Source: an optimization exercise on an open RTL-to-GDS flow (aim: small area). Production flows keep margins and buffers that such runs may drop.
Function was checked by simulation only, so behaviour that the tests miss may differ from the original.
Power figures rest on the tool's default switching activity, not on a simulated workload.

==> flow/design.v <==
module lf_therm(input [4:0] v, input force_, output [25:0] t);
    reg [7:0] gl;
    reg [3:0] gh, eh;
    reg [25:0] r;
    integer j;
    always @* begin
        for (j = 0; j < 8; j = j + 1) gl[j] = j > v[2:0];
        for (j = 0; j < 4; j = j + 1) begin
            gh[j] = force_ | (j > v[4:3]);
            eh[j] = j == v[4:3];
        end
        for (j = 0; j <= 25; j = j + 1)
            r[j] = gh[j / 8] | (eh[j / 8] & gl[j % 8]);
    end
    assign t = r;
endmodule
module lf_therm_en(input [4:0] v, input en, output [25:0] t);
    reg [7:0] gl;
    reg [3:0] gh, eh;
    reg [25:0] r;
    integer j;
    always @* begin
        for (j = 0; j < 8; j = j + 1) gl[j] = j > v[2:0];
        for (j = 0; j < 4; j = j + 1) begin
            gh[j] = en & (j > v[4:3]);
            eh[j] = en & (j == v[4:3]);
        end
        for (j = 0; j <= 25; j = j + 1)
            r[j] = gh[j / 8] | (eh[j / 8] & gl[j % 8]);
    end
    assign t = r;
endmodule
module lf_ptrs(input clk, input rst, input push, input pop, input c, input [2:0] push_fifo, input [2:0] pop_fifo,
               output [44:0] sflat);
    reg [4:0] s [0:8];
    wire [8:0] a, b, en;
    genvar i;
    generate for (i = 0; i <= 8; i = i + 1) begin : g
        assign a[i] = push & (i > push_fifo);
        assign b[i] = pop & (i <= pop_fifo);
        assign en[i] = (a[i] & b[i]) | (~c & (a[i] | b[i]));
        wire [4:0] v = s[i];
        wire w = v[4] & v[3];
        wire [4:0] t;
        assign t[0] = en[i] & ~w;
        assign t[1] = en[i] & v[0];
        assign t[2] = t[1] & v[1];
        assign t[3] = (t[2] & v[2]) | (en[i] & w);
        assign t[4] = (t[2] & v[2] & v[3]) | (en[i] & w);
        always @(posedge clk)
            s[i] <= rst ? 5'd0 : (v ^ t);
        assign sflat[i*5 +: 5] = s[i];
    end endgenerate
endmodule
module lf_sel(input [44:0] sflat, input [2:0] push_fifo, input [2:0] pop_fifo,
              output [4:0] P, output [4:0] Q, output [4:0] E);
    wire [7:0] fh = 8'd1 << push_fifo;
    wire [7:0] gh = 8'd1 << pop_fifo;
    reg [4:0] p, q, e;
    integer k;
    always @* begin
        p = 5'd0; q = 5'd0; e = 5'd0;
        for (k = 0; k < 8; k = k + 1) begin
            p = p | ({5{fh[k]}} & sflat[(k+1)*5 +: 5]);
            q = q | ({5{gh[k]}} & sflat[k*5 +: 5]);
            e = e | ({5{gh[k]}} & sflat[(k+1)*5 +: 5]);
        end
    end
    assign P = p;
    assign Q = q;
    assign E = e;
endmodule
module lf_flags(input [4:0] s0, input [4:0] s8, input [4:0] P, input [4:0] Q, input [4:0] E,
                input push, input pop,
                output empty, output full, output almost_full, output wx, output wy);
    assign empty = (Q == E);
    wire [5:0] r = {1'b0, s0} - {1'b0, s8};
    assign full = (r == 6'd1) | (r == 6'd40);
    assign almost_full = full | (r == 6'd2) | (r == 6'd41);
    assign wx = pop & (s0 > Q);
    assign wy = push & ~(P < s0);
endmodule
module lf_ctl(input c, input wx, input wy, input [25:0] t0, input [25:0] tp, input [25:0] tq,
              output [24:0] ld, output [24:0] sh, output [24:0] hold, output [24:0] qs);
    genvar i;
    generate
        for (i = 0; i < 25; i = i + 1) begin : g_slot
            wire x = (t0[i] & ~tq[i]) | (wx & (t0[i] | ~tq[i]));
            wire y = (tp[i] & ~t0[i+1]) | (wy & (tp[i] | ~t0[i+1]));
            assign sh[i] = (x & y) | (~c & (x | y));
            assign ld[i] = tp[i+1] & ~tp[i];
            assign hold[i] = ~(sh[i] | ld[i]);
            assign qs[i] = tq[i+1] & ~tq[i];
        end
    endgenerate
endmodule
module lf_data(input clk, input [7:0] d, input [24:0] ld, input [24:0] sh, input [24:0] hold, input [24:0] qs,
               output [7:0] q);
    reg [7:0] mem [0:24];
    reg [7:0] r_q;
    wire [7:0] qsel [0:25];
    assign qsel[0] = 8'd0;
    genvar i;
    generate
        for (i = 0; i < 25; i = i + 1) begin : g_slot
            wire [7:0] prev = mem[(i + 24) % 25];
            always @(posedge clk)
                mem[i] <= ({8{ld[i]}} & d) | ({8{sh[i]}} & prev) | ({8{hold[i]}} & mem[i]);
            assign qsel[i+1] = qsel[i] | ({8{qs[i]}} & mem[i]);
        end
    endgenerate
    always @(posedge clk)
        r_q <= qsel[25];
    assign q = r_q;
endmodule
module linked_fifo(rst, clk, push, push_fifo, pop, pop_fifo, d, q, empty, full, almost_full);
    input rst;
    input clk;
    input push;
    input [2:0] push_fifo;
    input pop;
    input [2:0] pop_fifo;
    input [7:0] d;
    output [7:0] q;
    output empty;
    output full;
    output almost_full;
    wire [44:0] sflat;
    wire [4:0] P, Q, E;
    wire wx, wy;
    wire [25:0] t0, tp, tq;
    wire [24:0] ld, sh, hold, qs;
    wire c = push & pop & (push_fifo < pop_fifo);
    lf_ptrs u_ptrs(clk, rst, push, pop, c, push_fifo, pop_fifo, sflat);
    lf_sel u_sel(sflat, push_fifo, pop_fifo, P, Q, E);
    lf_flags u_flags(sflat[4:0], sflat[44:40], P, Q, E, push, pop, empty, full, almost_full, wx, wy);
    lf_therm u_t0(sflat[4:0], 1'b0, t0);
    lf_therm_en u_tp(P, push, tp);
    lf_therm u_tq(Q, ~pop, tq);
    lf_ctl u_ctl(c, wx, wy, t0, tp, tq, ld, sh, hold, qs);
    lf_data u_data(clk, d, ld, sh, hold, qs, q);
endmodule
function integer log2;
    input [31:0] value;
    for (log2=0; value>0; log2=log2+1)
        value = value>>1;
endfunction
Settings: LEC_CHECK=0, CAP_MARGIN=0, CORE_MARGIN=2, CORE_UTILIZATION=40, GPL_TIMING_DRIVEN=0, SLEW_MARGIN=0; clock period 6.0 ns.
standard.sh (not shown) runs the stock make flow with config.mk's settings and CLKGATE_MAP_FILE= SYNTH_SCRIPT=/design/flow/synth_recipe.tcl, a recipe that flattens the netlist after the stock synthesis.
==> flow/flow/run.sh <==
#!/bin/bash
# Standard synthesis, then an area re-map of its combinational logic (registers untouched),
# then the standard layout with a leaner clock tree and small port buffers.
set -euo pipefail
export CTS_ARGS="-sink_clustering_enable -repair_clock_nets -dont_use_dummy_load -buf_list sky130_fd_sc_hd__clkbuf_8 -sink_clustering_size 16 -sink_clustering_max_diameter 80"
export BUFFER_PORTS_ARGS="-buffer_cell sky130_fd_sc_hd__buf_2"
R=$PWD/orfs/results/$FLOW_PLATFORM/linked_fifo/base
bash standard.sh synth > standard_synth.log 2>&1
cp $R/1_2_yosys.v $R/1_2_yosys_standard.v
export REMAP_LIB=$FLOW_HOME/platforms/sky130hd/lib/sky130_fd_sc_hd__tt_025C_1v80.lib
export REMAP_IN=$R/1_2_yosys_standard.v
export REMAP_OUT=$R/1_2_yosys.v
export REMAP_TOP=$FLOW_TOP
export REMAP_SCRIPT=$PWD/flow/remap.abc
export REMAP_DONT_USE="$(sed -n 's/^export DONT_USE_CELLS += //p;/^    sky130/p' $FLOW_HOME/platforms/sky130hd/config.mk | tr -d '\\' | tr -s ' \n' ' ' | sed 's/\(sky130_[a-z0-9_]*\)/-dont_use \1/g')"
YOSYS=$(command -v yosys || echo $FLOW_HOME/../tools/install/yosys/bin/yosys)
$YOSYS -c flow/remap.tcl > remap.log 2>&1
rm -f $R/1_synth.odb $R/1_synth.sdc
bash standard.sh > standard_flow.log 2>&1
==> flow/flow/remap.abc <==
strash
&get -n
&st
&dch
&nf
&put
==> flow/flow/remap.tcl <==
# Re-map the combinational logic of the standard synthesis for area; registers stay as they are.
yosys read_liberty -ignore_miss_func $::env(REMAP_LIB)
yosys read_verilog $::env(REMAP_IN)
yosys hierarchy -top $::env(REMAP_TOP)
yosys blackbox sky130_fd_sc_hd__df* sky130_fd_sc_hd__edf* sky130_fd_sc_hd__sdf* sky130_fd_sc_hd__sedf* sky130_fd_sc_hd__dl*
yosys flatten
yosys hierarchy -top $::env(REMAP_TOP)
yosys opt -purge
yosys stat
yosys abc -liberty $::env(REMAP_LIB) {*}$::env(REMAP_DONT_USE) -script $::env(REMAP_SCRIPT)
yosys opt_clean -purge
yosys hilomap -singleton -hicell sky130_fd_sc_hd__conb_1 HI -locell sky130_fd_sc_hd__conb_1 LO
yosys splitnets
yosys opt_clean -purge
yosys insbuf -buf sky130_fd_sc_hd__buf_4 A X
yosys check
yosys stat -liberty $::env(REMAP_LIB)
yosys write_verilog -noattr -nohex -nodec $::env(REMAP_OUT)
The baseline produced a layout that fails on capacitance limit, slew limit.
Next try:
Settings changed: GPL_TIMING_DRIVEN 0 to unset.
=> The changed run finished clean; sequential power increases by a few percent; setup slack gains 0.58 ns; worst hold slack hardly moves; via count stays flat.

[static timing again, ports no longer ideal]
The flow's constraints put no driver on any port. The routed layouts listed below were extracted and timed again, unchanged, in two steps. Step 1 (the two cells are an assumption about what drives the block):
set clk [get_ports {clk}]
set_driving_cell -lib_cell sky130_fd_sc_hd__clkbuf_16 $clk
set_driving_cell -lib_cell sky130_fd_sc_hd__buf_2 [delete_from_list [all_inputs] $clk]
Step 2 moves the port delays by t, midway between the first and last clock arrival at a register: inputs arrive t later, outputs are due t later. That takes back most of the time a late clock gives input paths. Three values: ideal ports, drivers, drivers and shift; two values: the first two.
| run | t, ns | setup WS [ns] | pins driven straight from the clock port |
|---|---|---|---|
| the first run | 0.596 | 0.380 / 0.409 / -0.187 | 1 |
| the second run | 0.598 | 0.957 / 0.934 / 0.425 | 1 |
The setup slack of the first run, which loses most, moves by +0.029 ns with the drivers and by -0.567 ns with both steps.
